Background: an optimization exercise with open tools, aiming at small area and a short achievable clock period. Do not read the settings as production practice.
Function was not checked in any run shown here: the RTL went through the layout flow alone.
Power and IR drop assume default switching activity.

## flow/design.v (module list and top-level ports; edited modules follow where they fit)
// module and64: 7 lines
// module or64: 7 lines
// module xnor64: 7 lines
// module xor64_by_1: 7 lines
// module comp_sign_extend: 7 lines
// module set_lsb: 6 lines
// module vadder64: 15 lines
// module shift64: 18 lines
// module lt65: 7 lines
// module gt65: 7 lines
// module mux8_to_1_x64: 38 lines
// module alu64: 1001 lines
// module alu64_sync: 43 lines
module alu64_sync(
    input clk,
    input en,
    input MD,
    input [2:0] OP,
    input [63:0] R1,
    input [63:0] R2,
    output reg EQ,
    output reg GT,
    output reg LT,
    output reg OVR,
    output reg [63:0] Q
    );
  // ...
==> flow/flow/run.sh <==
#!/bin/bash
# Standard ORFS layout (the standard.sh), with the port buffers made from the
# smallest buffer cell instead of the one buffer_ports picks by default.
set -euo pipefail
bash standard.sh BUFFER_PORTS_ARGS="-buffer_cell sky130_fd_sc_hd__buf_1" finish > standard.log 2>&1
==> flow/standard.sh <==
#!/bin/bash
# synth_recipe.tcl (not shown) runs the flow's synth.tcl, then flattens the netlist and writes it again
# the make line also repeats each setting of config.mk as NAME=value (left out here)
make -C /OpenROAD-flow-scripts/flow DESIGN_CONFIG=/design/flow/config.mk WORK_HOME=/design/flow/orfs CLKGATE_MAP_FILE= SYNTH_SCRIPT=/design/flow/synth_recipe.tcl "${@:-finish}"
==> flow/config.mk <==
export PLATFORM = sky130hd
export DESIGN_NAME = alu64_sync
export DESIGN_NICKNAME = alu64_sync
export VERILOG_FILES = /design/flow/design.v
export SDC_FILE = /design/flow/constraint.sdc
export NUM_CORES = 4
export LEC_CHECK = 0
export ABC_AREA = 1
export CAP_MARGIN = 20
export CORE_MARGIN = 2
export CORE_UTILIZATION = 40
export SETUP_SLACK_MARGIN = 1.0
export SLEW_MARGIN = 20
==> flow/constraint.sdc <==
create_clock -name core_clock -period 4.0 [get_ports {clk}]
set_input_delay 0.8000 -clock core_clock [delete_from_list [all_inputs] [get_ports {clk}]]
set_output_delay 0.8000 -clock core_clock [all_outputs]
set_load 0.01 [all_outputs]
==> results.txt, run 1 <==
| Quantity | Reported | Unit |
|---|---|---|
| Result of the run | finished clean | - |
| Final setup slack of the worst path | 0.976 | ns |
| Multi-input combinational cell count | 2027 | - |
| Crit. End Element | flip-flop | - |
| Logic depth of the worst setup path including buffers | 15 | - |
| Area grow syn2layout | 15.5 | % |
| Slew Viols, Final | 0 | - |
| Synth warnings | 1 | - |
| Worst setup path start | OP_r[2]$_DFF_P_ | - |
| Cells after Synth | 2594 | - |
| Sequential-to-total area share from yosys stat | 25.4 | % |
| Clock-cell share of area | 4.35 | % |
| Overall track demand over capacity in global routing | 32.9 | % |
| Post-Synthesis Cell Area | 15900 | um2 |
| List of cells traversed by the critical path | buf_4 > buf_8 > nand2_1 > o21ai_0 > nand2_1 > o21ai_0 > mux2i_1 > o21ai_1 > nor2_1 > a31oi_1 > o211ai_1 > o21ai_1 > nor2_1 > nor2_1 > nand3_1 | - |
| Count of pins on the block boundary | 202 | - |
| Synthesized flop and latch total | 201 | - |
| Count of vias placed by the detailed router | 18.9k | - |
| Inverters | 205 | - |
| Routed length on met1 | 31500 | um |
| Effective utilization at floorplan | 40.7 | % |
| Drt initial violations | 2307 | - |
| Leakage power total | 7.75 | nW |
| Pwr Density | 398 | nW/um2 |
| Library cell with the largest summed area after synthesis | sky130_fd_sc_hd__dfxtp_1 | - |
| Length in cells of the worst reg-to-reg path | 15 | - |
| Pin count of the biggest net entering global routing | 64 | - |
| Post-place setup slack | 0.617 | ns |
| Synth area leaders | sky130_fd_sc_hd__dfxtp_1 25%, sky130_fd_sc_hd__nand2_1 17%, sky130_fd_sc_hd__o21ai_0 11% | - |
| Wire length of the first global-routing pass | 104000 | um |
| Synth Net Count | 2728 | - |
| Antenna viol nets, final | 0 | - |
| Synthesized-area fraction occupied by ao, oa, aoi and oai cells | 25.0 | % |
| Hold Crit Endpoint | H_r[1]$_DFF_P_ | - |
| Hold Crit Start | R2[1] | - |
==> run 2: changes to the inputs <==
--- a/flow/design.v
+++ b/flow/design.v
@@ -211,257 +211,401 @@
     wire G0_57 = g[57] | (p[57] & g[56]);
     wire P0_57 = p[57] & p[56];
     wire G0_59 = g[59] | (p[59] & g[58]);
     wire P0_59 = p[59] & p[58];
     wire G0_61 = g[61] | (p[61] & g[60]);
     wire P0_61 = p[61] & p[60];
     wire G0_63 = g[63] | (p[63] & g[62]);
     wire P0_63 = p[63] & p[62];
+    wire G1_2 = g[2] | (p[2] & G0_1);
+    wire P1_2 = p[2] & P0_1;
     wire G1_3 = G0_3 | (P0_3 & G0_1);
     wire P1_3 = P0_3 & P0_1;
+    wire G1_6 = g[6] | (p[6] & G0_5);
+    wire P1_6 = p[6] & P0_5;
     wire G1_7 = G0_7 | (P0_7 & G0_5);
     wire P1_7 = P0_7 & P0_5;
+    wire G1_10 = g[10] | (p[10] & G0_9);
+    wire P1_10 = p[10] & P0_9;
     wire G1_11 = G0_11 | (P0_11 & G0_9);
     wire P1_11 = P0_11 & P0_9;
+    wire G1_14 = g[14] | (p[14] & G0_13);
+    wire P1_14 = p[14] & P0_13;
     wire G1_15 = G0_15 | (P0_15 & G0_13);
     wire P1_15 = P0_15 & P0_13;
+    wire G1_18 = g[18] | (p[18] & G0_17);
+    wire P1_18 = p[18] & P0_17;
     wire G1_19 = G0_19 | (P0_19 & G0_17);
     wire P1_19 = P0_19 & P0_17;
+    wire G1_22 = g[22] | (p[22] & G0_21);
+    wire P1_22 = p[22] & P0_21;
     wire G1_23 = G0_23 | (P0_23 & G0_21);
     wire P1_23 = P0_23 & P0_21;
+    wire G1_26 = g[26] | (p[26] & G0_25);
+    wire P1_26 = p[26] & P0_25;
     wire G1_27 = G0_27 | (P0_27 & G0_25);
     wire P1_27 = P0_27 & P0_25;
+    wire G1_30 = g[30] | (p[30] & G0_29);
+    wire P1_30 = p[30] & P0_29;
     wire G1_31 = G0_31 | (P0_31 & G0_29);
     wire P1_31 = P0_31 & P0_29;
+    wire G1_34 = g[34] | (p[34] & G0_33);
+    wire P1_34 = p[34] & P0_33;
     wire G1_35 = G0_35 | (P0_35 & G0_33);
     wire P1_35 = P0_35 & P0_33;
+    wire G1_38 = g[38] | (p[38] & G0_37);
+    wire P1_38 = p[38] & P0_37;
     wire G1_39 = G0_39 | (P0_39 & G0_37);
     wire P1_39 = P0_39 & P0_37;
+    wire G1_42 = g[42] | (p[42] & G0_41);
+    wire P1_42 = p[42] & P0_41;
     wire G1_43 = G0_43 | (P0_43 & G0_41);
     wire P1_43 = P0_43 & P0_41;
+    wire G1_46 = g[46] | (p[46] & G0_45);
+    wire P1_46 = p[46] & P0_45;
     wire G1_47 = G0_47 | (P0_47 & G0_45);
     wire P1_47 = P0_47 & P0_45;
+    wire G1_50 = g[50] | (p[50] & G0_49);
+    wire P1_50 = p[50] & P0_49;
     wire G1_51 = G0_51 | (P0_51 & G0_49);
     wire P1_51 = P0_51 & P0_49;
+    wire G1_54 = g[54] | (p[54] & G0_53);
+    wire P1_54 = p[54] & P0_53;
     wire G1_55 = G0_55 | (P0_55 & G0_53);
     wire P1_55 = P0_55 & P0_53;
+    wire G1_58 = g[58] | (p[58] & G0_57);
+    wire P1_58 = p[58] & P0_57;
     wire G1_59 = G0_59 | (P0_59 & G0_57);
     wire P1_59 = P0_59 & P0_57;
+    wire G1_62 = g[62] | (p[62] & G0_61);
+    wire P1_62 = p[62] & P0_61;
     wire G1_63 = G0_63 | (P0_63 & G0_61);
     wire P1_63 = P0_63 & P0_61;
+    wire G2_4 = g[4] | (p[4] & G1_3);
+    wire P2_4 = p[4] & P1_3;
+    wire G2_5 = G0_5 | (P0_5 & G1_3);
+    wire P2_5 = P0_5 & P1_3;
+    wire G2_6 = G1_6 | (P1_6 & G1_3);
+    wire P2_6 = P1_6 & P1_3;
     wire G2_7 = G1_7 | (P1_7 & G1_3);
     wire P2_7 = P1_7 & P1_3;
+    wire G2_12 = g[12] | (p[12] & G1_11);
+    wire P2_12 = p[12] & P1_11;
+    wire G2_13 = G0_13 | (P0_13 & G1_11);
+    wire P2_13 = P0_13 & P1_11;
+    wire G2_14 = G1_14 | (P1_14 & G1_11);
+    wire P2_14 = P1_14 & P1_11;
     wire G2_15 = G1_15 | (P1_15 & G1_11);
     wire P2_15 = P1_15 & P1_11;
+    wire G2_20 = g[20] | (p[20] & G1_19);
+    wire P2_20 = p[20] & P1_19;
+    wire G2_21 = G0_21 | (P0_21 & G1_19);
+    wire P2_21 = P0_21 & P1_19;
+    wire G2_22 = G1_22 | (P1_22 & G1_19);
+    wire P2_22 = P1_22 & P1_19;
     wire G2_23 = G1_23 | (P1_23 & G1_19);
     wire P2_23 = P1_23 & P1_19;
+    wire G2_28 = g[28] | (p[28] & G1_27);
+    wire P2_28 = p[28] & P1_27;
+    wire G2_29 = G0_29 | (P0_29 & G1_27);
+    wire P2_29 = P0_29 & P1_27;
+    wire G2_30 = G1_30 | (P1_30 & G1_27);
+    wire P2_30 = P1_30 & P1_27;
     wire G2_31 = G1_31 | (P1_31 & G1_27);
     wire P2_31 = P1_31 & P1_27;
+    wire G2_36 = g[36] | (p[36] & G1_35);
+    wire P2_36 = p[36] & P1_35;
+    wire G2_37 = G0_37 | (P0_37 & G1_35);
+    wire P2_37 = P0_37 & P1_35;
+    wire G2_38 = G1_38 | (P1_38 & G1_35);
+    wire P2_38 = P1_38 & P1_35;
     wire G2_39 = G1_39 | (P1_39 & G1_35);
     wire P2_39 = P1_39 & P1_35;
+    wire G2_44 = g[44] | (p[44] & G1_43);
+    wire P2_44 = p[44] & P1_43;
+    wire G2_45 = G0_45 | (P0_45 & G1_43);
+    wire P2_45 = P0_45 & P1_43;
+    wire G2_46 = G1_46 | (P1_46 & G1_43);
+    wire P2_46 = P1_46 & P1_43;
     wire G2_47 = G1_47 | (P1_47 & G1_43);
     wire P2_47 = P1_47 & P1_43;
+    wire G2_52 = g[52] | (p[52] & G1_51);
+    wire P2_52 = p[52] & P1_51;
+    wire G2_53 = G0_53 | (P0_53 & G1_51);
+    wire P2_53 = P0_53 & P1_51;
+    wire G2_54 = G1_54 | (P1_54 & G1_51);
+    wire P2_54 = P1_54 & P1_51;
     wire G2_55 = G1_55 | (P1_55 & G1_51);
     wire P2_55 = P1_55 & P1_51;
+    wire G2_60 = g[60] | (p[60] & G1_59);
+    wire P2_60 = p[60] & P1_59;
+    wire G2_61 = G0_61 | (P0_61 & G1_59);
+    wire P2_61 = P0_61 & P1_59;
+    wire G2_62 = G1_62 | (P1_62 & G1_59);
+    wire P2_62 = P1_62 & P1_59;
     wire G2_63 = G1_63 | (P1_63 & G1_59);
     wire P2_63 = P1_63 & P1_59;
+    wire G3_8 = g[8] | (p[8] & G2_7);
+    wire P3_8 = p[8] & P2_7;
+    wire G3_9 = G0_9 | (P0_9 & G2_7);
+    wire P3_9 = P0_9 & P2_7;
+    wire G3_10 = G1_10 | (P1_10 & G2_7);
+    wire P3_10 = P1_10 & P2_7;
+    wire G3_11 = G1_11 | (P1_11 & G2_7);
+    wire P3_11 = P1_11 & P2_7;
+    wire G3_12 = G2_12 | (P2_12 & G2_7);
+    wire P3_12 = P2_12 & P2_7;
+    wire G3_13 = G2_13 | (P2_13 & G2_7);
+    wire P3_13 = P2_13 & P2_7;
+    wire G3_14 = G2_14 | (P2_14 & G2_7);
+    wire P3_14 = P2_14 & P2_7;
     wire G3_15 = G2_15 | (P2_15 & G2_7);
     wire P3_15 = P2_15 & P2_7;
+    wire G3_24 = g[24] | (p[24] & G2_23);
+    wire P3_24 = p[24] & P2_23;
+    wire G3_25 = G0_25 | (P0_25 & G2_23);
+    wire P3_25 = P0_25 & P2_23;
+    wire G3_26 = G1_26 | (P1_26 & G2_23);
+    wire P3_26 = P1_26 & P2_23;
+    wire G3_27 = G1_27 | (P1_27 & G2_23);
+    wire P3_27 = P1_27 & P2_23;
+    wire G3_28 = G2_28 | (P2_28 & G2_23);
+    wire P3_28 = P2_28 & P2_23;
+    wire G3_29 = G2_29 | (P2_29 & G2_23);
+    wire P3_29 = P2_29 & P2_23;
+    wire G3_30 = G2_30 | (P2_30 & G2_23);
+    wire P3_30 = P2_30 & P2_23;
     wire G3_31 = G2_31 | (P2_31 & G2_23);
     wire P3_31 = P2_31 & P2_23;
+    wire G3_40 = g[40] | (p[40] & G2_39);
+    wire P3_40 = p[40] & P2_39;
+    wire G3_41 = G0_41 | (P0_41 & G2_39);
+    wire P3_41 = P0_41 & P2_39;
+    wire G3_42 = G1_42 | (P1_42 & G2_39);
+    wire P3_42 = P1_42 & P2_39;
+    wire G3_43 = G1_43 | (P1_43 & G2_39);
+    wire P3_43 = P1_43 & P2_39;
+    wire G3_44 = G2_44 | (P2_44 & G2_39);
+    wire P3_44 = P2_44 & P2_39;
+    wire G3_45 = G2_45 | (P2_45 & G2_39);
+    wire P3_45 = P2_45 & P2_39;
+    wire G3_46 = G2_46 | (P2_46 & G2_39);
+    wire P3_46 = P2_46 & P2_39;
     wire G3_47 = G2_47 | (P2_47 & G2_39);
     wire P3_47 = P2_47 & P2_39;
+    wire G3_56 = g[56] | (p[56] & G2_55);
+    wire P3_56 = p[56] & P2_55;
+    wire G3_57 = G0_57 | (P0_57 & G2_55);
+    wire P3_57 = P0_57 & P2_55;
+    wire G3_58 = G1_58 | (P1_58 & G2_55);
+    wire P3_58 = P1_58 & P2_55;
+    wire G3_59 = G1_59 | (P1_59 & G2_55);
+    wire P3_59 = P1_59 & P2_55;
+    wire G3_60 = G2_60 | (P2_60 & G2_55);
+    wire P3_60 = P2_60 & P2_55;
+    wire G3_61 = G2_61 | (P2_61 & G2_55);
+    wire P3_61 = P2_61 & P2_55;
+    wire G3_62 = G2_62 | (P2_62 & G2_55);
+    wire P3_62 = P2_62 & P2_55;
     wire G3_63 = G2_63 | (P2_63 & G2_55);
     wire P3_63 = P2_63 & P2_55;
+    wire G4_16 = g[16] | (p[16] & G3_15);
+    wire P4_16 = p[16] & P3_15;
+    wire G4_17 = G0_17 | (P0_17 & G3_15);
+    wire P4_17 = P0_17 & P3_15;
+    wire G4_18 = G1_18 | (P1_18 & G3_15);
+    wire P4_18 = P1_18 & P3_15;
+    wire G4_19 = G1_19 | (P1_19 & G3_15);
+    wire P4_19 = P1_19 & P3_15;
+    wire G4_20 = G2_20 | (P2_20 & G3_15);
+    wire P4_20 = P2_20 & P3_15;
+    wire G4_21 = G2_21 | (P2_21 & G3_15);
+    wire P4_21 = P2_21 & P3_15;
+    wire G4_22 = G2_22 | (P2_22 & G3_15);
+    wire P4_22 = P2_22 & P3_15;
+    wire G4_23 = G2_23 | (P2_23 & G3_15);
+    wire P4_23 = P2_23 & P3_15;
+    wire G4_24 = G3_24 | (P3_24 & G3_15);
+    wire P4_24 = P3_24 & P3_15;
+    wire G4_25 = G3_25 | (P3_25 & G3_15);
+    wire P4_25 = P3_25 & P3_15;
+    wire G4_26 = G3_26 | (P3_26 & G3_15);
+    wire P4_26 = P3_26 & P3_15;
+    wire G4_27 = G3_27 | (P3_27 & G3_15);
+    wire P4_27 = P3_27 & P3_15;
+    wire G4_28 = G3_28 | (P3_28 & G3_15);
+    wire P4_28 = P3_28 & P3_15;
+    wire G4_29 = G3_29 | (P3_29 & G3_15);
+    wire P4_29 = P3_29 & P3_15;
+    wire G4_30 = G3_30 | (P3_30 & G3_15);
+    wire P4_30 = P3_30 & P3_15;
     wire G4_31 = G3_31 | (P3_31 & G3_15);
     wire P4_31 = P3_31 & P3_15;
+    wire G4_48 = g[48] | (p[48] & G3_47);
+    wire P4_48 = p[48] & P3_47;
+    wire G4_49 = G0_49 | (P0_49 & G3_47);
+    wire P4_49 = P0_49 & P3_47;
+    wire G4_50 = G1_50 | (P1_50 & G3_47);
+    wire P4_50 = P1_50 & P3_47;
+    wire G4_51 = G1_51 | (P1_51 & G3_47);
+    wire P4_51 = P1_51 & P3_47;
+    wire G4_52 = G2_52 | (P2_52 & G3_47);
+    wire P4_52 = P2_52 & P3_47;
+    wire G4_53 = G2_53 | (P2_53 & G3_47);
+    wire P4_53 = P2_53 & P3_47;
+    wire G4_54 = G2_54 | (P2_54 & G3_47);
+    wire P4_54 = P2_54 & P3_47;
+    wire G4_55 = G2_55 | (P2_55 & G3_47);
+    wire P4_55 = P2_55 & P3_47;
+    wire G4_56 = G3_56 | (P3_56 & G3_47);
+    wire P4_56 = P3_56 & P3_47;
+    wire G4_57 = G3_57 | (P3_57 & G3_47);
+    wire P4_57 = P3_57 & P3_47;
+    wire G4_58 = G3_58 | (P3_58 & G3_47);
+    wire P4_58 = P3_58 & P3_47;
+    wire G4_59 = G3_59 | (P3_59 & G3_47);
+    wire P4_59 = P3_59 & P3_47;
+    wire G4_60 = G3_60 | (P3_60 & G3_47);
+    wire P4_60 = P3_60 & P3_47;
+    wire G4_61 = G3_61 | (P3_61 & G3_47);
+    wire P4_61 = P3_61 & P3_47;
+    wire G4_62 = G3_62 | (P3_62 & G3_47);
+    wire P4_62 = P3_62 & P3_47;
     wire G4_63 = G3_63 | (P3_63 & G3_47);
     wire P4_63 = P3_63 & P3_47;
+    wire G5_32 = g[32] | (p[32] & G4_31);
+    wire P5_32 = p[32] & P4_31;
+    wire G5_33 = G0_33 | (P0_33 & G4_31);
+    wire P5_33 = P0_33 & P4_31;
+    wire G5_34 = G1_34 | (P1_34 & G4_31);
+    wire P5_34 = P1_34 & P4_31;
+    wire G5_35 = G1_35 | (P1_35 & G4_31);
+    wire P5_35 = P1_35 & P4_31;
+    wire G5_36 = G2_36 | (P2_36 & G4_31);
+    wire P5_36 = P2_36 & P4_31;
+    wire G5_37 = G2_37 | (P2_37 & G4_31);
+    wire P5_37 = P2_37 & P4_31;
+    wire G5_38 = G2_38 | (P2_38 & G4_31);
+    wire P5_38 = P2_38 & P4_31;
+    wire G5_39 = G2_39 | (P2_39 & G4_31);
+    wire P5_39 = P2_39 & P4_31;
+    wire G5_40 = G3_40 | (P3_40 & G4_31);
+    wire P5_40 = P3_40 & P4_31;
+    wire G5_41 = G3_41 | (P3_41 & G4_31);
+    wire P5_41 = P3_41 & P4_31;
+    wire G5_42 = G3_42 | (P3_42 & G4_31);
+    wire P5_42 = P3_42 & P4_31;
+    wire G5_43 = G3_43 | (P3_43 & G4_31);
+    wire P5_43 = P3_43 & P4_31;
+    wire G5_44 = G3_44 | (P3_44 & G4_31);
+    wire P5_44 = P3_44 & P4_31;
+    wire G5_45 = G3_45 | (P3_45 & G4_31);
+    wire P5_45 = P3_45 & P4_31;
+    wire G5_46 = G3_46 | (P3_46 & G4_31);
+    wire P5_46 = P3_46 & P4_31;
+    wire G5_47 = G3_47 | (P3_47 & G4_31);
+    wire P5_47 = P3_47 & P4_31;
+    wire G5_48 = G4_48 | (P4_48 & G4_31);
+    wire P5_48 = P4_48 & P4_31;
+    wire G5_49 = G4_49 | (P4_49 & G4_31);
+    wire P5_49 = P4_49 & P4_31;
+    wire G5_50 = G4_50 | (P4_50 & G4_31);
+    wire P5_50 = P4_50 & P4_31;
+    wire G5_51 = G4_51 | (P4_51 & G4_31);
+    wire P5_51 = P4_51 & P4_31;
+    wire G5_52 = G4_52 | (P4_52 & G4_31);
+    wire P5_52 = P4_52 & P4_31;
+    wire G5_53 = G4_53 | (P4_53 & G4_31);
+    wire P5_53 = P4_53 & P4_31;
+    wire G5_54 = G4_54 | (P4_54 & G4_31);
+    wire P5_54 = P4_54 & P4_31;
+    wire G5_55 = G4_55 | (P4_55 & G4_31);
+    wire P5_55 = P4_55 & P4_31;
+    wire G5_56 = G4_56 | (P4_56 & G4_31);
+    wire P5_56 = P4_56 & P4_31;
+    wire G5_57 = G4_57 | (P4_57 & G4_31);
+    wire P5_57 = P4_57 & P4_31;
+    wire G5_58 = G4_58 | (P4_58 & G4_31);
+    wire P5_58 = P4_58 & P4_31;
+    wire G5_59 = G4_59 | (P4_59 & G4_31);
+    wire P5_59 = P4_59 & P4_31;
+    wire G5_60 = G4_60 | (P4_60 & G4_31);
+    wire P5_60 = P4_60 & P4_31;
+    wire G5_61 = G4_61 | (P4_61 & G4_31);
+    wire P5_61 = P4_61 & P4_31;
+    wire G5_62 = G4_62 | (P4_62 & G4_31);
+    wire P5_62 = P4_62 & P4_31;
     wire G5_63 = G4_63 | (P4_63 & G4_31);
     wire P5_63 = P4_63 & P4_31;
-    wire G6_47 = G3_47 | (P3_47 & G4_31);
-    wire P6_47 = P3_47 & P4_31;
-    wire G7_23 = G2_23 | (P2_23 & G3_15);
-    wire P7_23 = P2_23 & P3_15;
-    wire G7_39 = G2_39 | (P2_39 & G4_31);
-    wire P7_39 = P2_39 & P4_31;
-    wire G7_55 = G2_55 | (P2_55 & G6_47);
-    wire P7_55 = P2_55 & P6_47;
-    wire G8_11 = G1_11 | (P1_11 & G2_7);
-    wire P8_11 = P1_11 & P2_7;
-    wire G8_19 = G1_19 | (P1_19 & G3_15);
-    wire P8_19 = P1_19 & P3_15;
-    wire G8_27 = G1_27 | (P1_27 & G7_23);
-    wire P8_27 = P1_27 & P7_23;
-    wire G8_35 = G1_35 | (P1_35 & G4_31);
-    wire P8_35 = P1_35 & P4_31;
-    wire G8_43 = G1_43 | (P1_43 & G7_39);
-    wire P8_43 = P1_43 & P7_39;
-    wire G8_51 = G1_51 | (P1_51 & G6_47);
-    wire P8_51 = P1_51 & P6_47;
-    wire G8_59 = G1_59 | (P1_59 & G7_55);
-    wire P8_59 = P1_59 & P7_55;
-    wire G9_5 = G0_5 | (P0_5 & G1_3);
-    wire P9_5 = P0_5 & P1_3;
-    wire G9_9 = G0_9 | (P0_9 & G2_7);
-    wire P9_9 = P0_9 & P2_7;
-    wire G9_13 = G0_13 | (P0_13 & G8_11);
-    wire P9_13 = P0_13 & P8_11;
-    wire G9_17 = G0_17 | (P0_17 & G3_15);
-    wire P9_17 = P0_17 & P3_15;
-    wire G9_21 = G0_21 | (P0_21 & G8_19);
-    wire P9_21 = P0_21 & P8_19;
-    wire G9_25 = G0_25 | (P0_25 & G7_23);
-    wire P9_25 = P0_25 & P7_23;
-    wire G9_29 = G0_29 | (P0_29 & G8_27);
-    wire P9_29 = P0_29 & P8_27;
-    wire G9_33 = G0_33 | (P0_33 & G4_31);
-    wire P9_33 = P0_33 & P4_31;
-    wire G9_37 = G0_37 | (P0_37 & G8_35);
-    wire P9_37 = P0_37 & P8_35;
-    wire G9_41 = G0_41 | (P0_41 & G7_39);
-    wire P9_41 = P0_41 & P7_39;
-    wire G9_45 = G0_45 | (P0_45 & G8_43);
-    wire P9_45 = P0_45 & P8_43;
-    wire G9_49 = G0_49 | (P0_49 & G6_47);
-    wire P9_49 = P0_49 & P6_47;
-    wire G9_53 = G0_53 | (P0_53 & G8_51);
-    wire P9_53 = P0_53 & P8_51;
-    wire G9_57 = G0_57 | (P0_57 & G7_55);
-    wire P9_57 = P0_57 & P7_55;
-    wire G9_61 = G0_61 | (P0_61 & G8_59);
-    wire P9_61 = P0_61 & P8_59;
-    wire G10_2 = g[2] | (p[2] & G0_1);
-    wire P10_2 = p[2] & P0_1;
-    wire G10_4 = g[4] | (p[4] & G1_3);
-    wire P10_4 = p[4] & P1_3;
-    wire G10_6 = g[6] | (p[6] & G9_5);
-    wire P10_6 = p[6] & P9_5;
-    wire G10_8 = g[8] | (p[8] & G2_7);
-    wire P10_8 = p[8] & P2_7;
-    wire G10_10 = g[10] | (p[10] & G9_9);
-    wire P10_10 = p[10] & P9_9;
-    wire G10_12 = g[12] | (p[12] & G8_11);
-    wire P10_12 = p[12] & P8_11;
-    wire G10_14 = g[14] | (p[14] & G9_13);
-    wire P10_14 = p[14] & P9_13;
-    wire G10_16 = g[16] | (p[16] & G3_15);
-    wire P10_16 = p[16] & P3_15;
-    wire G10_18 = g[18] | (p[18] & G9_17);
-    wire P10_18 = p[18] & P9_17;
-    wire G10_20 = g[20] | (p[20] & G8_19);
-    wire P10_20 = p[20] & P8_19;
-    wire G10_22 = g[22] | (p[22] & G9_21);
-    wire P10_22 = p[22] & P9_21;
-    wire G10_24 = g[24] | (p[24] & G7_23);
-    wire P10_24 = p[24] & P7_23;
-    wire G10_26 = g[26] | (p[26] & G9_25);
-    wire P10_26 = p[26] & P9_25;
-    wire G10_28 = g[28] | (p[28] & G8_27);
-    wire P10_28 = p[28] & P8_27;
-    wire G10_30 = g[30] | (p[30] & G9_29);
-    wire P10_30 = p[30] & P9_29;
-    wire G10_32 = g[32] | (p[32] & G4_31);
-    wire P10_32 = p[32] & P4_31;
-    wire G10_34 = g[34] | (p[34] & G9_33);
-    wire P10_34 = p[34] & P9_33;
-    wire G10_36 = g[36] | (p[36] & G8_35);
-    wire P10_36 = p[36] & P8_35;
-    wire G10_38 = g[38] | (p[38] & G9_37);
-    wire P10_38 = p[38] & P9_37;
-    wire G10_40 = g[40] | (p[40] & G7_39);
-    wire P10_40 = p[40] & P7_39;
-    wire G10_42 = g[42] | (p[42] & G9_41);
-    wire P10_42 = p[42] & P9_41;
-    wire G10_44 = g[44] | (p[44] & G8_43);
-    wire P10_44 = p[44] & P8_43;
-    wire G10_46 = g[46] | (p[46] & G9_45);
-    wire P10_46 = p[46] & P9_45;
-    wire G10_48 = g[48] | (p[48] & G6_47);
-    wire P10_48 = p[48] & P6_47;
-    wire G10_50 = g[50] | (p[50] & G9_49);
-    wire P10_50 = p[50] & P9_49;
-    wire G10_52 = g[52] | (p[52] & G8_51);
-    wire P10_52 = p[52] & P8_51;
-    wire G10_54 = g[54] | (p[54] & G9_53);
-    wire P10_54 = p[54] & P9_53;
-    wire G10_56 = g[56] | (p[56] & G7_55);
-    wire P10_56 = p[56] & P7_55;
-    wire G10_58 = g[58] | (p[58] & G9_57);
-    wire P10_58 = p[58] & P9_57;
-    wire G10_60 = g[60] | (p[60] & G8_59);
-    wire P10_60 = p[60] & P8_59;
-    wire G10_62 = g[62] | (p[62] & G9_61);
-    wire P10_62 = p[62] & P9_61;
     wire [64:0] c;
     assign c[0] = MD;
     assign c[1] = g0c;
     assign c[2] = G0_1;
-    assign c[3] = G10_2;
+    assign c[3] = G1_2;
     assign c[4] = G1_3;
-    assign c[5] = G10_4;
-    assign c[6] = G9_5;
-    assign c[7] = G10_6;
+    assign c[5] = G2_4;
+    assign c[6] = G2_5;
+    assign c[7] = G2_6;
     assign c[8] = G2_7;
-    assign c[9] = G10_8;
-    assign c[10] = G9_9;
-    assign c[11] = G10_10;
-    assign c[12] = G8_11;
-    assign c[13] = G10_12;
-    assign c[14] = G9_13;
-    assign c[15] = G10_14;
+    assign c[9] = G3_8;
+    assign c[10] = G3_9;
+    assign c[11] = G3_10;
+    assign c[12] = G3_11;
+    assign c[13] = G3_12;
+    assign c[14] = G3_13;
+    assign c[15] = G3_14;
     assign c[16] = G3_15;
-    assign c[17] = G10_16;
-    assign c[18] = G9_17;
-    assign c[19] = G10_18;
-    assign c[20] = G8_19;
-    assign c[21] = G10_20;
-    assign c[22] = G9_21;
-    assign c[23] = G10_22;
-    assign c[24] = G7_23;
-    assign c[25] = G10_24;
-    assign c[26] = G9_25;
-    assign c[27] = G10_26;
-    assign c[28] = G8_27;
-    assign c[29] = G10_28;
-    assign c[30] = G9_29;
-    assign c[31] = G10_30;
+    assign c[17] = G4_16;
+    assign c[18] = G4_17;
+    assign c[19] = G4_18;
+    assign c[20] = G4_19;
+    assign c[21] = G4_20;
+    assign c[22] = G4_21;
+    assign c[23] = G4_22;
+    assign c[24] = G4_23;
+    assign c[25] = G4_24;
+    assign c[26] = G4_25;
+    assign c[27] = G4_26;
+    assign c[28] = G4_27;
+    assign c[29] = G4_28;
+    assign c[30] = G4_29;
+    assign c[31] = G4_30;
     assign c[32] = G4_31;
-    assign c[33] = G10_32;
-    assign c[34] = G9_33;
-    assign c[35] = G10_34;
-    assign c[36] = G8_35;
-    assign c[37] = G10_36;
-    assign c[38] = G9_37;
-    assign c[39] = G10_38;
-    assign c[40] = G7_39;
-    assign c[41] = G10_40;
-    assign c[42] = G9_41;
-    assign c[43] = G10_42;
-    assign c[44] = G8_43;
-    assign c[45] = G10_44;
-    assign c[46] = G9_45;
-    assign c[47] = G10_46;
-    assign c[48] = G6_47;
-    assign c[49] = G10_48;
-    assign c[50] = G9_49;
-    assign c[51] = G10_50;
-    assign c[52] = G8_51;
-    assign c[53] = G10_52;
-    assign c[54] = G9_53;
-    assign c[55] = G10_54;
-    assign c[56] = G7_55;
-    assign c[57] = G10_56;
-    assign c[58] = G9_57;
-    assign c[59] = G10_58;
-    assign c[60] = G8_59;
-    assign c[61] = G10_60;
-    assign c[62] = G9_61;
-    assign c[63] = G10_62;
+    assign c[33] = G5_32;
+    assign c[34] = G5_33;
+    assign c[35] = G5_34;
+    assign c[36] = G5_35;
+    assign c[37] = G5_36;
+    assign c[38] = G5_37;
+    assign c[39] = G5_38;
+    assign c[40] = G5_39;
+    assign c[41] = G5_40;
+    assign c[42] = G5_41;
+    assign c[43] = G5_42;
+    assign c[44] = G5_43;
+    assign c[45] = G5_44;
+    assign c[46] = G5_45;
+    assign c[47] = G5_46;
+    assign c[48] = G5_47;
+    assign c[49] = G5_48;
+    assign c[50] = G5_49;
+    assign c[51] = G5_50;
+    assign c[52] = G5_51;
+    assign c[53] = G5_52;
+    assign c[54] = G5_53;
+    assign c[55] = G5_54;
+    assign c[56] = G5_55;
+    assign c[57] = G5_56;
+    assign c[58] = G5_57;
+    assign c[59] = G5_58;
+    assign c[60] = G5_59;
+    assign c[61] = G5_60;
+    assign c[62] = G5_61;
+    assign c[63] = G5_62;
     assign c[64] = G5_63;
     wire [63:0] sum = p ^ c[63:0];
     assign OVR = c[64];
     wire [63:0] lg;   
     wire [63:0] le;   
     assign lg[62:0] = ~a[62:0] & p[62:0];
     assign lg[63] = a[63] & p[63];
     assign le = ~p;
==> flow/config.mk (replaced) <==
export PLATFORM = sky130hd
export DESIGN_NAME = alu64_sync
export DESIGN_NICKNAME = alu64_sync
export VERILOG_FILES = /design/flow/design.v
export SDC_FILE = /design/flow/constraint.sdc
export NUM_CORES = 4
export LEC_CHECK = 0
export ABC_AREA = 1
export CAP_MARGIN = 20
export CORE_MARGIN = 2
export CORE_UTILIZATION = 40
export SETUP_SLACK_MARGIN = 1.5
export SLEW_MARGIN = 20
==> results.txt, run 2 <==
| Quantity | Reported | Unit | vs previous |
|---|---|---|---|
| Result of the run | finished clean | - | unchanged |
| Post-Route Skew | 0.0214 | ns | was 0.0132 ns |
| CTS Buf Count | 25 | - | was 23 |
| Final period util | 65.5 | % | was 75.6% |
| Final standard cell utilization of the core | 49.1 | % | was 47.0% |
| Final routed DRC violation total | 0 | - | unchanged |
| Reg-to-reg startpoint | OP_r[2]$_DFF_P_ | - | unchanged |
| Yosys cell types | 52 | - | was 54 |
| Crit-path slowest cell | sky130_fd_sc_hd__dfxtp_4 | - | was sky130_fd_sc_hd__mux2i_1 |
| Synthesized area per cell | 5.91 | um2 | was 6.11 um2 |
| Count of pins on the block boundary | 202 | - | unchanged |
| Area grow syn2layout | 20.8 | % | was 15.5% |
| Highest-count cells in the layout ignoring fill and taps | 749 x sky130_fd_sc_hd__nand2_1, 447 x sky130_fd_sc_hd__nand3_1, 201 x sky130_fd_sc_hd__buf_1 | - | was 719 x sky130_fd_sc_hd__nand2_1, 292 x sky130_fd_sc_hd__o21ai_0, 201 x sky130_fd_sc_hd__buf_1 |
| Antenna viol nets, final | 0 | - | unchanged |
| Fmax achieved | 0.382 | GHz | was 0.331 GHz |
| Post-layout minimum cycle time | 2.62 | ns | was 3.02 ns |
| Setup crit start kind | flip-flop | - | unchanged |
| Met2 wire length | 38500 | um | was 30100 um |
| Arrival time at the worst endpoint | 3.09 | ns | was 3.50 ns |
| Die Y-Extent | 211 | um | was 203 um |
| Drt initial violations | 2914 | - | was 2307 |
| List of cells traversed by the critical path | buf_12 > clkbuf_16 > o21ai_1 > nand2_1 > o21ai_4 > or2_2 > nand3_1 > nand3_1 > nand2_1 > nand2_1 > nand3_4 > nand3_1 > nand3_1 > nor2_1 > nand2_1 | - | was buf_4 > buf_8 > nand2_1 > o21ai_0 > nand2_1 > o21ai_0 > mux2i_1 > o21ai_1 > nor2_1 > a31oi_1 > o211ai_1 > o21ai_1 > nor2_1 > nor2_1 > nand3_1 |
| Delay-heaviest family, CP | simple AND/OR/NAND/NOR gates | - | was compound AO/OA/AOI/OAI gates |
| Most common cell after layout, fill and taps aside | sky130_fd_sc_hd__nand2_1 | - | unchanged |
| Cells after Synth | 2889 | - | was 2594 |
| Worst voltage drop across the vdd grid | 0.351 | mV | was 0.295 mV |
| Final setup viols | 0 | - | unchanged |
| Top routing layer in use | met5 | - | unchanged |
| Iteration count of the initial detailed-routing pass | 6 | - | unchanged |
| Registers with the most flip-flops | H_r: 64 flops, Q: 64 flops, R1_r: 64 flops | - | unchanged |
| Library cell with the largest summed area after synthesis | sky130_fd_sc_hd__dfxtp_1 | - | unchanged |
| Slew Viols, Final | 0 | - | unchanged |
| Synth Net Count | 3023 | - | was 2728 |
| Placeable core area | 42000 | um2 | was 38900 um2 |
| Clock sinks | 201 | - | unchanged |
| Clock transition at the registers of the reported paths | 0.06 | ns | was 0.07 ns |
| Synthesized flop and latch total | 201 | - | unchanged |
| Overall die area | 44400 | um2 | was 41200 um2 |
| Sequential-to-total area share from yosys stat | 23.6 | % | was 25.4% |
| Wire length of the first global-routing pass | 134000 | um | was 104000 um |
| Via count of the first global-routing pass | 19.8k | - | was 17.0k |
| Post-Synthesis Cell Area | 17100 | um2 | was 15900 um2 |
| Maximum number of buffers from clock root to sink | 3 | - | unchanged |
| Worst setup path start | OP_r[2]$_DFF_P_ | - | unchanged |
| Count of vias placed by the detailed router | 22.1k | - | was 18.9k |
| Port Buf Inserts | 201 | - | unchanged |
| Pin count of the biggest net entering global routing | 78 | - | was 64 |
| Synth area leaders | sky130_fd_sc_hd__dfxtp_1 24%, sky130_fd_sc_hd__nand2_1 17%, sky130_fd_sc_hd__nand3_1 15% | - | was sky130_fd_sc_hd__dfxtp_1 25%, sky130_fd_sc_hd__nand2_1 17%, sky130_fd_sc_hd__o21ai_0 11% |
| Effective utilization at floorplan | 40.6 | % | was 40.7% |
| Delay of the slowest critical-path stage | 0.40 | ns | was 0.53 ns |
| Wire length reported by the detailed router | 94700 | um | was 71100 um |
| Unrepaired setup endpoints after global routing | yes | - | unchanged |
| Hold Violations, Final | 0 | - | unchanged |
| Routed length on met1 | 38300 | um | was 31500 um |
| Met3 wire length | 10200 | um | was 7110 um |
| Hold Crit Start | R1[3] | - | was R2[1] |
| Clock root buffer | sky130_fd_sc_hd__clkbuf_16 | - | unchanged |
| H-tree levels | 1 | - | unchanged |
| Site Rows | 75 | - | was 72 |
| Area share of the largest cell type after synthesis | 23.6 | % | was 25.4% |
| Leakage power total | 8.87 | nW | was 7.75 nW |
| Max capacitance violation total | 0 | - | unchanged |
| Detailed-route wire length per cell | 26.5 | um | was 21.8 um |
| Path class of the lowest-slack min-delay path | in2reg | - | unchanged |
| Fillcell total | 4506 | - | was 4240 |
| Antenna violations before repair | 6 | - | was 3 |
| Inserted Diodes | 0 | - | unchanged |
| Final net count | 3155 | - | was 2857 |
| Width of the die | 211 | um | was 203 um |
| Routability cong. | 1.06 | - | was 1.04 |
| Aggregate negative setup slack | 0 | ns | unchanged |
| Bufs and invs on worst path | 2 | - | unchanged |
| Start-to-end type of the worst setup path | reg2reg | - | unchanged |
| Share of cells above drive strength 1 | 14.0 | % | was 8.76% |
| CTS Hold Buffers Added | 0 | - | unchanged |
| Post-synthesis async set-or-reset flop share | 0 | % | unchanged |
| Overall track demand over capacity in global routing | 41.0 | % | was 32.9% |
| Via density | 6.18 | - | was 5.81 |
| Skew-Pair Late Insertion Delay | 0.59 | ns | was 0.54 ns |
| Half-perimeter wire length after detailed placement | 70700 | um | was 52900 um |
| Transition time at the pin with the least slew margin | 1.01 | ns | was 1.16 ns |
| Crit. End Element | flip-flop | - | unchanged |
| Number of enable-type register cells in the synthesized netlist | 0 | - | unchanged |
| Most instantiated library cell after synthesis | sky130_fd_sc_hd__nand2_1 | - | unchanged |
| TritonCTS clock tree | yes | - | unchanged |
| Most frequent cells after synthesis | 780 x sky130_fd_sc_hd__nand2_1, 522 x sky130_fd_sc_hd__nand3_1, 240 x sky130_fd_sc_hd__o21ai_0 | - | was 725 x sky130_fd_sc_hd__nand2_1, 354 x sky130_fd_sc_hd__o21ai_0, 201 x sky130_fd_sc_hd__dfxtp_1 |
| Pwr Density | 387 | nW/um2 | was 398 nW/um2 |
| Slew margin rel. | 32.6 | % | was 22.4% |
| Maximum fanout along the worst path | 9 | - | was 24 |
| CP required | 4.47 | ns | about the same |
| Predominant post-synthesis flop cell | sky130_fd_sc_hd__dfxtp_1 | - | unchanged |
| Synth warnings | 1 | - | unchanged |
| Remaining global-route overflow | 0 | - | unchanged |
## run 2: final timing paths
kind	to	slack, ns	cells past startpoint
max reg2reg	Q[23]$_DFF_P_	1.38	15
max	Q[23]$_DFF_P_	1.38	15
min reg2reg	Q[59]$_DFF_P_	0.57	3
min	R1_r[3]$_DFF_P_	0.31	1
## run 2: cells by family after synthesis
| group | count (synthesis) | synth area share [%] |
|---|---|---|
| and+or+nand+nor | 1603 | 41.5 |
| AOI/OAI and AO/OA | 572 | 19.4 |
| DFF | 201 | 23.6 |
| muxes | 1 | 0.0586 |
| buffers and inverters | 396 | 9.52 |
| xor gates and xnor gates | 116 | 5.95 |
## run 2: layout make-up
class	count	area [um2]	area share, %
clock buffer	30	664	3.22
clock inverter	15	158	0.765
inverter	211	821	3.98
multi-input combinational	2294	12500	60.4
sequential	201	4070	19.7
tap	539	674	3.27
timing repair buffer	287	1780	8.61
timing repair inverter	1	6.26	0.0303
## run 2: what timing repair did
| action | 4_1_cts | 5_1_grt |
|---|---|---|
| gates resized for setup | 159 | 192 |
| buffers inserted | 19 | 10 |
| cloned | 7 | 3 |
| endpoints found under the setup margin | 67 | 67 |
| pin swaps | 13 | 53 |
## run 2: power breakdown
group,total (mW),internal [mW],switching [mW],leakage (nW)
clock network,2.33,1.33,1.00,0.409
registers,2.62,2.27,0.352,1.70
logic,3.02,0.953,2.07,6.76
total,7.97,4.55,3.42,8.87
## run 2: per-layer routing
layer,track usage (%),up-vias
li1,-,10100
met1,54.4,10200
met2,60.7,1459
met3,8.16,322
met4,26.3,8
met5,0,-
## run 2: stage by stage
step | worst slack, ns | hold slack [ns] | instances | area [um2] | power, mW
2_1_floorplan | 1.98 | 0.474 | 2889 | 17100 | 4.26
3_3_place_gp | 0.710 | 0.550 | 3494 | 18200 | 5.23
3_5_place_dp | 0.711 | 0.547 | 3494 | 18200 | 5.24
4_1_cts | 1.38 | 0.306 | 3565 | 19800 | 7.76
5_1_grt | 1.33 | 0.315 | 3578 | 20600 | 8.31
6_report | 1.38 | 0.311 | 3578 | 20600 | 7.97
==> run 3: changes to the inputs <==
--- a/flow/config.mk
+++ b/flow/config.mk
@@ -11,3 +11,3 @@
 export CORE_UTILIZATION = 40
-export SETUP_SLACK_MARGIN = 1.5
+export SETUP_SLACK_MARGIN = 1.0
 export SLEW_MARGIN = 20
==> results.txt, run 3 <==
| Quantity | Reported | Unit | vs previous |
|---|---|---|---|
| Die Y-Extent | 211 | um | unchanged |
| Highest-count cells in the layout ignoring fill and taps | 779 x sky130_fd_sc_hd__nand2_1, 516 x sky130_fd_sc_hd__nand3_1, 223 x sky130_fd_sc_hd__o21ai_0 | - | was 749 x sky130_fd_sc_hd__nand2_1, 447 x sky130_fd_sc_hd__nand3_1, 201 x sky130_fd_sc_hd__buf_1 |
| Cells after Synth | 2889 | - | unchanged |
| Path class of the lowest-slack min-delay path | in2reg | - | unchanged |
| List of cells traversed by the critical path | o21ai_0 > nand2_1 > o21ai_0 > or2_2 > nand3_1 > nand3_1 > nand2_1 > nand2_1 > nand3_1 > nand3_1 > nand4_1 | - | was buf_12 > clkbuf_16 > o21ai_1 > nand2_1 > o21ai_4 > or2_2 > nand3_1 > nand3_1 > nand2_1 > nand2_1 > nand3_4 > nand3_1 > nand3_1 > nor2_1 > nand2_1 |
| Area grow syn2layout | 12.3 | % | was 20.8% |
| Overall die area | 44400 | um2 | unchanged |
| H-tree levels | 1 | - | unchanged |
| Placeable core area | 42000 | um2 | unchanged |
| Max capacitance violation total | 0 | - | unchanged |
| Port Buf Inserts | 201 | - | unchanged |
| Fmax achieved | 0.338 | GHz | was 0.382 GHz |
| Area share of the largest cell type after synthesis | 23.6 | % | unchanged |
| Via density | 6.10 | - | was 6.18 |
| Synth Net Count | 3023 | - | unchanged |
| Fillcell total | 4620 | - | was 4506 |
| Maximum number of buffers from clock root to sink | 3 | - | unchanged |
| Half-perimeter wire length after detailed placement | 70700 | um | unchanged |
| Most used cell, CP | sky130_fd_sc_hd__nand3_1 | - |  |
| Post-layout minimum cycle time | 2.96 | ns | was 2.62 ns |
| Skew-Pair Late Insertion Delay | 0.59 | ns | about the same |
| Detailed-route wire length per cell | 25.8 | um | was 26.5 um |
| Iteration count of the initial detailed-routing pass | 8 | - | was 6 |
| Pin count of the biggest net entering global routing | 88 | - | was 78 |
| Wire length reported by the detailed router | 91500 | um | was 94700 um |
| Width of the die | 211 | um | unchanged |
| Crit. End Element | flip-flop | - | unchanged |
| Synth area leaders | sky130_fd_sc_hd__dfxtp_1 24%, sky130_fd_sc_hd__nand2_1 17%, sky130_fd_sc_hd__nand3_1 15% | - | unchanged |
| Aggregate negative setup slack | 0 | ns | unchanged |
| CTS Hold Buffers Added | 0 | - | unchanged |
| Slew margin rel. | 31.1 | % | was 32.6% |
| Maximum fanout along the worst path | 6 | - | was 9 |
| Overall track demand over capacity in global routing | 39.8 | % | was 41.0% |
| Final routed DRC violation total | 0 | - | unchanged |
| Clock sinks | 201 | - | unchanged |
| Remaining global-route overflow | 0 | - | unchanged |
| Transition time at the pin with the least slew margin | 1.03 | ns | was 1.01 ns |
| Final net count | 3120 | - | was 3155 |
| Length in cells of the worst reg-to-reg path | 11 | - | was 15 |
| Most instantiated library cell after synthesis | sky130_fd_sc_hd__nand2_1 | - | unchanged |
| Effective utilization at floorplan | 40.6 | % | unchanged |
| Unrepaired setup endpoints after global routing | no | - | was yes |
| Arrival time at the worst endpoint | 3.45 | ns | was 3.09 ns |
| Post-synthesis async set-or-reset flop share | 0 | % | unchanged |
| Registers with the most flip-flops | H_r: 64 flops, Q: 64 flops, R1_r: 64 flops | - | unchanged |
| Delay of the slowest critical-path stage | 0.75 | ns | was 0.40 ns |
| TritonCTS clock tree | yes | - | unchanged |
| Final setup slack of the worst path | 1.04 | ns | was 1.38 ns |
| Clock root buffer | sky130_fd_sc_hd__clkbuf_16 | - | unchanged |
| Yosys cell types | 52 | - | unchanged |
| Delay-heaviest family, CP | simple AND/OR/NAND/NOR gates | - | unchanged |
| Via count of the first global-routing pass | 19.3k | - | was 19.8k |
| Hold Path Stages | 1 | - | unchanged |
| Predominant post-synthesis flop cell | sky130_fd_sc_hd__dfxtp_1 | - | unchanged |
| Crit-path slowest cell | sky130_fd_sc_hd__dfxtp_1 | - | was sky130_fd_sc_hd__dfxtp_4 |
| CTS Buf Count | 25 | - | unchanged |
| Count of vias placed by the detailed router | 21.6k | - | was 22.1k |
| Synthesized flop and latch total | 201 | - | unchanged |
| Final standard cell utilization of the core | 45.6 | % | was 49.1% |
| Leakage power total | 8.36 | nW | was 8.87 nW |
| Synthesized area per cell | 5.91 | um2 | unchanged |
| Synth warnings | 1 | - | unchanged |
| Hold Violations, Final | 0 | - | unchanged |
| Bufs and invs on worst path | 0 | - | was 2 |
| Post-Route Skew | 0.0162 | ns | was 0.0214 ns |
| Logic depth of the worst setup path including buffers | 11 | - | was 15 |
| Site Rows | 75 | - | unchanged |
| Library cell with the largest summed area after synthesis | sky130_fd_sc_hd__dfxtp_1 | - | unchanged |
| Share of cells above drive strength 1 | 6.62 | % | was 14.0% |
| Sequential-to-total area share from yosys stat | 23.6 | % | unchanged |
| Antenna violations before repair | 5 | - | was 6 |
| Drt initial violations | 3086 | - | was 2914 |
| Clock transition at the registers of the reported paths | 0.06 | ns | about the same |
| Setup crit start kind | flip-flop | - | unchanged |
| Routability cong. | 1.06 | - | unchanged |
| Most common cell after layout, fill and taps aside | sky130_fd_sc_hd__nand2_1 | - | unchanged |
| Wire length of the first global-routing pass | 130000 | um | was 134000 um |
| Inserted Diodes | 0 | - | unchanged |
| Start-to-end type of the worst setup path | reg2reg | - | unchanged |
| Final setup viols | 0 | - | unchanged |
| Worst voltage drop across the vdd grid | 0.346 | mV | was 0.351 mV |
| Pwr Density | 400 | nW/um2 | was 387 nW/um2 |
| CP required | 4.49 | ns | was 4.47 ns |
| Number of enable-type register cells in the synthesized netlist | 0 | - | unchanged |
| Slew Viols, Final | 0 | - | unchanged |
| Result of the run | finished clean | - | unchanged |
| Most frequent cells after synthesis | 780 x sky130_fd_sc_hd__nand2_1, 522 x sky130_fd_sc_hd__nand3_1, 240 x sky130_fd_sc_hd__o21ai_0 | - | unchanged |
| Final period util | 74.1 | % | was 65.5% |
| Count of pins on the block boundary | 202 | - | unchanged |
| Post-place setup slack | 0.711 | ns | unchanged |
| Antenna viol nets, final | 0 | - | unchanged |
| Post-Synthesis Cell Area | 17100 | um2 | unchanged |
run 3: cell counts after synthesis:
Identical to the previous run, type by type.
run 3: timing repair:
action,4_1_cts,5_1_grt
cloned,0,2
buffers inserted,1,1
gates resized for setup,6,33
setup endpoints to repair,27,46
run 3: power breakdown:
part           internal (mW)  switching [mW]  total, mW  leakage, nW
sequential              2.27           0.346       2.61         1.69
clock                   1.33           0.998       2.32        0.409
combinational          0.817            1.90       2.72         6.25
total                   4.41            3.25       7.66         8.36
run 3: path summary, 6_finish.rpt:
path | from | to | slack (ns)
setup / recovery | R1_r[7]$_DFF_P_ | Q[15]$_DFF_P_ | 1.04
hold / removal | R2[3] | H_r[3]$_DFF_P_ | 0.31
setup reg to reg | R1_r[7]$_DFF_P_ | Q[15]$_DFF_P_ | 1.04
hold reg to reg | H_r[59]$_DFF_P_ | Q[59]$_DFF_P_ | 0.56
run 3: layout make-up:
class	instances	area (um2)	share of cell area, %
Clock inverter	15	158	0.822
Timing Repair Buffer	255	1300	6.79
Sequential cell	201	4040	21.1
Inverter	211	810	4.22
Multi-Input combinational cell	2292	11500	60.1
Tap cell	539	674	3.52
Clock buffer	30	664	3.47
run 3: cells by family (layout without fill, tap and decap cells):
logic type	after synthesis	count (layout)	synth area share (%)
xor gates and xnor gates	116	116	5.95
and+or+nand+nor	1603	1603	41.5
AOI/OAI and AO/OA	572	572	19.4
muxes	1	1	0.0586
DFF	201	201	23.6
buffers and inverters	396	511	9.52
run 3: metal layers:
layer,up-vias,part of all wire [%],global-route usage (%),wire length [um]
li1,9995,-,-,-
met1,10100,41,52.6,37500
met2,1327,42,60.7,38600
met3,240,10,7.60,9140
met4,8,6.8,22.4,6210
met5,-,0.060,0,55
run 3: per-stage QoR:
step | hold slack (ns) | cell area (um2) | total power, mW | std cells
final | 0.314 | 19200 | 7.66 | 3543
after global routing | 0.316 | 19200 | 8.01 | 3543
after CTS | 0.306 | 19000 | 7.58 | 3540
after detailed placement | 0.547 | 18200 | 5.24 | 3494
after global placement | 0.550 | 18200 | 5.23 | 3494
after floorplan | 0.474 | 17100 | 4.26 | 2889
==> run 4: changes to the inputs <==
==> flow/flow/run.sh (replaced) <==
#!/bin/bash
# Layout flow: the standard.sh throughout, with two changes.
#  1. Synthesis runs with a copy of the ORFS scripts whose ABC area script is
#     replaced by flow/abc_area.script (area-oriented mapping with amap);
#     everything else in synthesis (synth_recipe.tcl, synth.tcl) is unchanged.
#  2. The port buffers use the smallest buffer cell (buf_1).
set -euo pipefail
rm -rf scripts_mod
cp -r "$FLOW_HOME/scripts" scripts_mod
cp flow/abc_area.script scripts_mod/abc_area.script
bash standard.sh SCRIPTS_DIR="$PWD/scripts_mod" ABC_AREA=1 synth > synth.log 2>&1
bash standard.sh BUFFER_PORTS_ARGS="-buffer_cell sky130_fd_sc_hd__buf_1" finish > standard.log 2>&1
==> flow/flow/abc_area.script (new file) <==
strash
dch
amap
topo
--- a/flow/config.mk
+++ b/flow/config.mk
@@ -11,3 +11,3 @@
 export CORE_UTILIZATION = 40
-export SETUP_SLACK_MARGIN = 1.0
+export SETUP_SLACK_MARGIN = 1.5
 export SLEW_MARGIN = 20
==> results.txt, run 4 <==
| Quantity | Reported | Unit | vs previous |
|---|---|---|---|
| Sequential fraction of design power | 33.2 | % | was 34.1% |
| Half-perimeter wire length after detailed placement | 49600 | um | was 70700 um |
| Register-to-register path setup slack | 0.28 | ns | was 1.04 ns |
| Slew margin rel. | 40.2 | % | was 31.1% |
| Remaining global-route overflow | 0 | - | unchanged |
| Most frequent cells after synthesis | 303 x sky130_fd_sc_hd__nor2_1, 219 x sky130_fd_sc_hd__a21oi_1, 201 x sky130_fd_sc_hd__dfxtp_1 | - | was 780 x sky130_fd_sc_hd__nand2_1, 522 x sky130_fd_sc_hd__nand3_1, 240 x sky130_fd_sc_hd__o21ai_0 |
| Unrepaired setup endpoints after global routing | yes | - | was no |
| Post-synthesis share of cell area spent on and, or, nand and nor gates | 19.9 | % | was 41.5% |
| Overall die area | 36200 | um2 | was 44400 um2 |
| Synth Net Count | 2095 | - | was 3023 |
| Highest-count cells in the layout ignoring fill and taps | 271 x sky130_fd_sc_hd__nor2_1, 201 x sky130_fd_sc_hd__buf_1, 201 x sky130_fd_sc_hd__buf_4 | - | was 779 x sky130_fd_sc_hd__nand2_1, 516 x sky130_fd_sc_hd__nand3_1, 223 x sky130_fd_sc_hd__o21ai_0 |
| Design Area, Final | 19900 | um2 | was 19200 um2 |
| Max capacitance violation total | 0 | - | unchanged |
| Hold Violations, Final | 0 | - | unchanged |
| Leakage power total | 7.04 | nW | was 8.36 nW |
| Arrival time at the worst endpoint | 4.10 | ns | was 3.45 ns |
| Area grow syn2layout | 43.3 | % | was 12.3% |
| Clock root buffer | sky130_fd_sc_hd__clkbuf_16 | - | unchanged |
| Share of cells above drive strength 1 | 24.6 | % | was 6.62% |
| Registers with the most flip-flops | H_r: 64 flops, Q: 64 flops, R1_r: 64 flops | - | unchanged |
| Crit-path slowest cell | sky130_fd_sc_hd__a2111oi_4 | - | was sky130_fd_sc_hd__dfxtp_1 |
| Library cell with the largest summed area after synthesis | sky130_fd_sc_hd__dfxtp_1 | - | unchanged |
| Hold Path Stages | 1 | - | unchanged |
| Post-Synth Adder-Cell Area | 0 | % | unchanged |
| Multiplexer fraction of the synthesized cell area | 0 | % | was 0.0586% |
| Bufs and invs on worst path | 8 | - | was 0 |
| Final net count | 2565 | - | was 3120 |
| Number of enable-type register cells in the synthesized netlist | 0 | - | unchanged |
| Synth area leaders | sky130_fd_sc_hd__dfxtp_1 29%, sky130_fd_sc_hd__o22ai_1 9.0%, sky130_fd_sc_hd__o22a_1 9.0% | - | was sky130_fd_sc_hd__dfxtp_1 24%, sky130_fd_sc_hd__nand2_1 17%, sky130_fd_sc_hd__nand3_1 15% |
| Fraction of power consumed by combinational cells | 37.9 | % | was 35.5% |
| Post-DP Area | 16500 | um2 | was 18200 um2 |
| Synth warnings | 1 | - | unchanged |
| Die Y-Extent | 190 | um | was 211 um |
| Delay-heaviest family, CP | compound AO/OA/AOI/OAI gates | - | was simple AND/OR/NAND/NOR gates |
| Wire length reported by the detailed router | 69900 | um | was 91500 um |
| CP required | 4.38 | ns | was 4.49 ns |
| Routed length on met1 | 28700 | um | was 37500 um |
| Drt initial violations | 1990 | - | was 3086 |
| Iteration count of the initial detailed-routing pass | 8 | - | unchanged |
| Xor/xnor share of the synthesized area | 0 | % | was 5.95% |
| Main combinational cell family by area after synthesis | compound AO/OA/AOI/OAI gates | - | was simple AND/OR/NAND/NOR gates |
| Sequential-to-total area share from yosys stat | 29.0 | % | was 23.6% |
| Net switching component of the power | 2.72 | mW | was 3.25 mW |
| Clock sinks | 201 | - | unchanged |
| List of cells traversed by the critical path | clkinv_8 > o22ai_4 > nor2_2 > a21oi_4 > inv_4 > buf_6 > o21ai_4 > a222oi_1 > buf_4 > o221ai_4 > a31oi_4 > buf_4 > buf_6 > o21ai_4 > buf_6 > inv_2 > o21ai_2 > nor2b_4 > nor2_2 > nor2_2 > a211oi_2 > a2111oi_4 > o221ai_1 | - | was o21ai_0 > nand2_1 > o21ai_0 > or2_2 > nand3_1 > nand3_1 > nand2_1 > nand2_1 > nand3_1 > nand3_1 > nand4_1 |
| CTS Buf Count | 23 | - | was 25 |
| Via density | 6.53 | - | was 6.10 |
| Met3 wire length | 5750 | um | was 9140 um |
| Final setup viols | 0 | - | unchanged |
| Clock transition at the registers of the reported paths | 0.07 | ns | was 0.06 ns |
| Reg-to-reg startpoint | H_r[1]$_DFF_P_ | - | was R1_r[7]$_DFF_P_ |
| Wire length of the first global-routing pass | 98700 | um | was 130000 um |
| Count of vias placed by the detailed router | 18.9k | - | was 21.6k |
| Pin count of the biggest net entering global routing | 67 | - | was 88 |
| Worst hold margin | 0.357 | ns | was 0.314 ns |
| Port Buf Inserts | 201 | - | unchanged |
| Path class of the lowest-slack min-delay path | in2reg | - | unchanged |
| Maximum fanout along the worst path | 4 | - | was 6 |
| Cell internal pwr | 4.58 | mW | was 4.41 mW |
| Delay of the slowest critical-path stage | 0.44 | ns | was 0.75 ns |
| Antenna viol nets, final | 0 | - | unchanged |
| Synthesized flop and latch total | 201 | - | unchanged |
| Slew Viols, Final | 0 | - | unchanged |
| Hold Crit Start | OP[2] | - | was R2[3] |
| Yosys cell types | 48 | - | was 52 |
| H-tree levels | 1 | - | unchanged |
| Antenna violations before repair | 3 | - | was 5 |
| Predominant post-synthesis flop cell | sky130_fd_sc_hd__dfxtp_1 | - | unchanged |
| TritonCTS clock tree | yes | - | unchanged |
| Count of pins on the block boundary | 202 | - | unchanged |
| Routability cong. | 0.999 | - | was 1.06 |
| Synthesized-area fraction occupied by ao, oa, aoi and oai cells | 47.4 | % | was 19.4% |
| Fmax achieved | 0.269 | GHz | was 0.338 GHz |
| Synthesized area per cell | 7.07 | um2 | was 5.91 um2 |
| Final routed DRC violation total | 0 | - | unchanged |
| Detailed-route wire length per cell | 24.1 | um | was 25.8 um |
| Width of the die | 190 | um | was 211 um |
| Met2 wire length | 31000 | um | was 38600 um |
| Switching share of total power | 37.2 | % | was 42.4% |
| Result of the run | finished clean | - | unchanged |
| Via count of the first global-routing pass | 16.6k | - | was 19.3k |
| Final period util | 93.0 | % | was 74.1% |
| Placeable core area | 34400 | um2 | was 42000 um2 |
| Top routing layer in use | met5 | - | unchanged |
| Post-synthesis async set-or-reset flop share | 0 | % | unchanged |
| Maximum number of buffers from clock root to sink | 3 | - | unchanged |
| Hold Crit Endpoint | OP_r[2]$_DFF_P_ | - | was H_r[3]$_DFF_P_ |
| Site Rows | 68 | - | was 75 |
| Length in cells of the worst reg-to-reg path | 23 | - | was 11 |
| Most instantiated library cell after synthesis | sky130_fd_sc_hd__nor2_1 | - | was sky130_fd_sc_hd__nand2_1 |
| Cells after Synth | 1961 | - | was 2889 |
| Most common cell after layout, fill and taps aside | sky130_fd_sc_hd__nor2_1 | - | was sky130_fd_sc_hd__nand2_1 |
| Effective utilization at floorplan | 40.3 | % | was 40.6% |
| Final standard cell utilization of the core | 57.8 | % | was 45.6% |
| Skew-Pair Late Insertion Delay | 0.54 | ns | was 0.59 ns |
| Clock network power share | 28.8 | % | was 30.3% |
| Crit. End Element | flip-flop | - | unchanged |
| Pwr Density | 367 | nW/um2 | was 400 nW/um2 |
| Post-layout minimum cycle time | 3.72 | ns | was 2.96 ns |
| Power after layout | 7.30 | mW | was 7.66 mW |
| Post-Route Skew | 0.0149 | ns | was 0.0162 ns |
| Area share of the largest cell type after synthesis | 29.0 | % | was 23.6% |
| Transition time at the pin with the least slew margin | 0.897 | ns | was 1.03 ns |
| Overall track demand over capacity in global routing | 35.8 | % | was 39.8% |
| Final Instance Count excl. Fillers | 2900 | - | was 3543 |
| Reg2reg end | Q[29]$_DFF_P_ | - | was Q[15]$_DFF_P_ |
| Worst voltage drop across the vdd grid | 0.327 | mV | was 0.346 mV |
| Setup crit start kind | flip-flop | - | unchanged |
| Post-Synthesis Cell Area | 13900 | um2 | was 17100 um2 |
| Placed Cells incl. Taps | 2759 | - | was 3494 |
| Fillcell total | 3271 | - | was 4620 |
| Start-to-end type of the worst setup path | reg2reg | - | unchanged |
==> run 4: cell count changes after synthesis, moves of 132 or more <==
cell	before	now
sky130_fd_sc_hd__nand2_1	780	187
sky130_fd_sc_hd__nand3_1	522	25
sky130_fd_sc_hd__inv_1	196	0
sky130_fd_sc_hd__o22ai_1	11	199
sky130_fd_sc_hd__nor2_1	151	303
sky130_fd_sc_hd__o22a_1	0	142
sky130_fd_sc_hd__clkinv_1	3	135
==> run 4: metrics by stage <==
step	TNS (ns)	worst slack, ns
finish	0	0.280
global route	0	0.141
CTS	0	0.316
detailed placement	-0.344	-0.344
global placement	-0.267	-0.267
floorplan	-0.448	-0.254
==> run 4: what timing repair did <==
action	CTS	global route
pin swaps	70	101
setup buffers	36	63
hold buffers	0	0
setup endpoints to repair	68	68
resized for setup	174	267
gates cloned	1	2
==> run 4: power by group through the flow <==
stage / clock (mW) / combinational, mW / sequential, mW
finish: 2.11 / 2.77 / 2.42
global route: 2.24 / 2.93 / 2.45
CTS: 2.16 / 2.38 / 2.41
detailed placement: 0 / 2.17 / 2.44
global placement: 0 / 2.17 / 2.44
floorplan: 0 / 1.23 / 2.49
==> run 4: how the worst max path moves through the flow <==
stage                    start             to  slack [ns]  cells past startpoint
6_report        H_r[1]$_DFF_P_  Q[29]$_DFF_P_        0.28                     23
5_1_grt        R1_r[4]$_DFF_P_  Q[51]$_DFF_P_        0.14                     21
4_1_cts        H_r[17]$_DFF_P_  Q[51]$_DFF_P_        0.32                     21
3_5_place_dp    H_r[2]$_DFF_P_  Q[29]$_DFF_P_       -0.34                     19
3_3_place_gp    H_r[2]$_DFF_P_  Q[29]$_DFF_P_       -0.27                     19
2_1_floorplan   H_r[1]$_DFF_P_  Q[62]$_DFF_P_       -0.25                     21
==> run 4: logic make-up (layout without fill, tap and decap cells) <==
logic type,count (synthesis),in the layout
buf+inv,135,618
compound gates,974,974
flops,201,201
other cells,0,1
simple gates,651,651
==> run 4: final cells by class <==
cell class | count | area [um2] | share of cell area [%]
multi-input combinational | 1625 | 11000 | 55.2
sequential | 201 | 4090 | 20.6
timing repair buffer | 444 | 2850 | 14.3
clock buffer | 30 | 652 | 3.28
inverter | 135 | 629 | 3.17
tap | 455 | 569 | 2.86
clock inverter | 8 | 97.6 | 0.491
timing repair inverter | 1 | 11.3 | 0.0567
antenna | 1 | 2.50 | 0.0126
==> run 4: routing by layer <==
metal  vias up  track usage, %
met4         2            17.9
li1       8761               -
met2      1047            57.4
met3       251            5.24
met1      8869            46.8
met5         -               0

==> static timing again, ports no longer ideal <==
The results above use ideal ports. As a check the final layouts listed here were re-extracted and re-timed, cells and wires unchanged. Step 1 sets driving cells, clkbuf_16 on the clock port and buf_2 on the other inputs (assumed; they add their load-dependent delay and slew). Step 2 moves the port delays by t, midway between the first and last clock arrival at a register: inputs arrive t later, outputs are due t later. That takes back most of the time a late clock gives input paths. Slacks: ideal ports / drivers / drivers and shift; pairs: ideal ports / drivers.
| run | t, ns | setup slack, ns | worst hold slack (ns) | latest minus earliest clock arrival (ns) | worst data-port slew with drivers (ns) |
|---|---|---|---|---|---|
| run 1 | 0.588 | 0.976 / 0.976 / 0.976 | 0.354 / 0.325 / 0.548 | 0.014 / 0.014 | 0.06 |
| run 2 | 0.640 | 1.381 / 1.381 / 1.381 | 0.311 / 0.276 / 0.572 | 0.022 / 0.022 | 0.13 |
| run 3 | 0.637 | 1.037 / 1.037 / 1.037 | 0.314 / 0.276 / 0.563 | 0.016 / 0.017 | 0.13 |
| run 4 | 0.585 | 0.280 / 0.280 / 0.280 | 0.357 / 0.331 / 0.615 | 0.015 / 0.015 | 0.04 |
After both steps setup and hold are still met in every run listed.
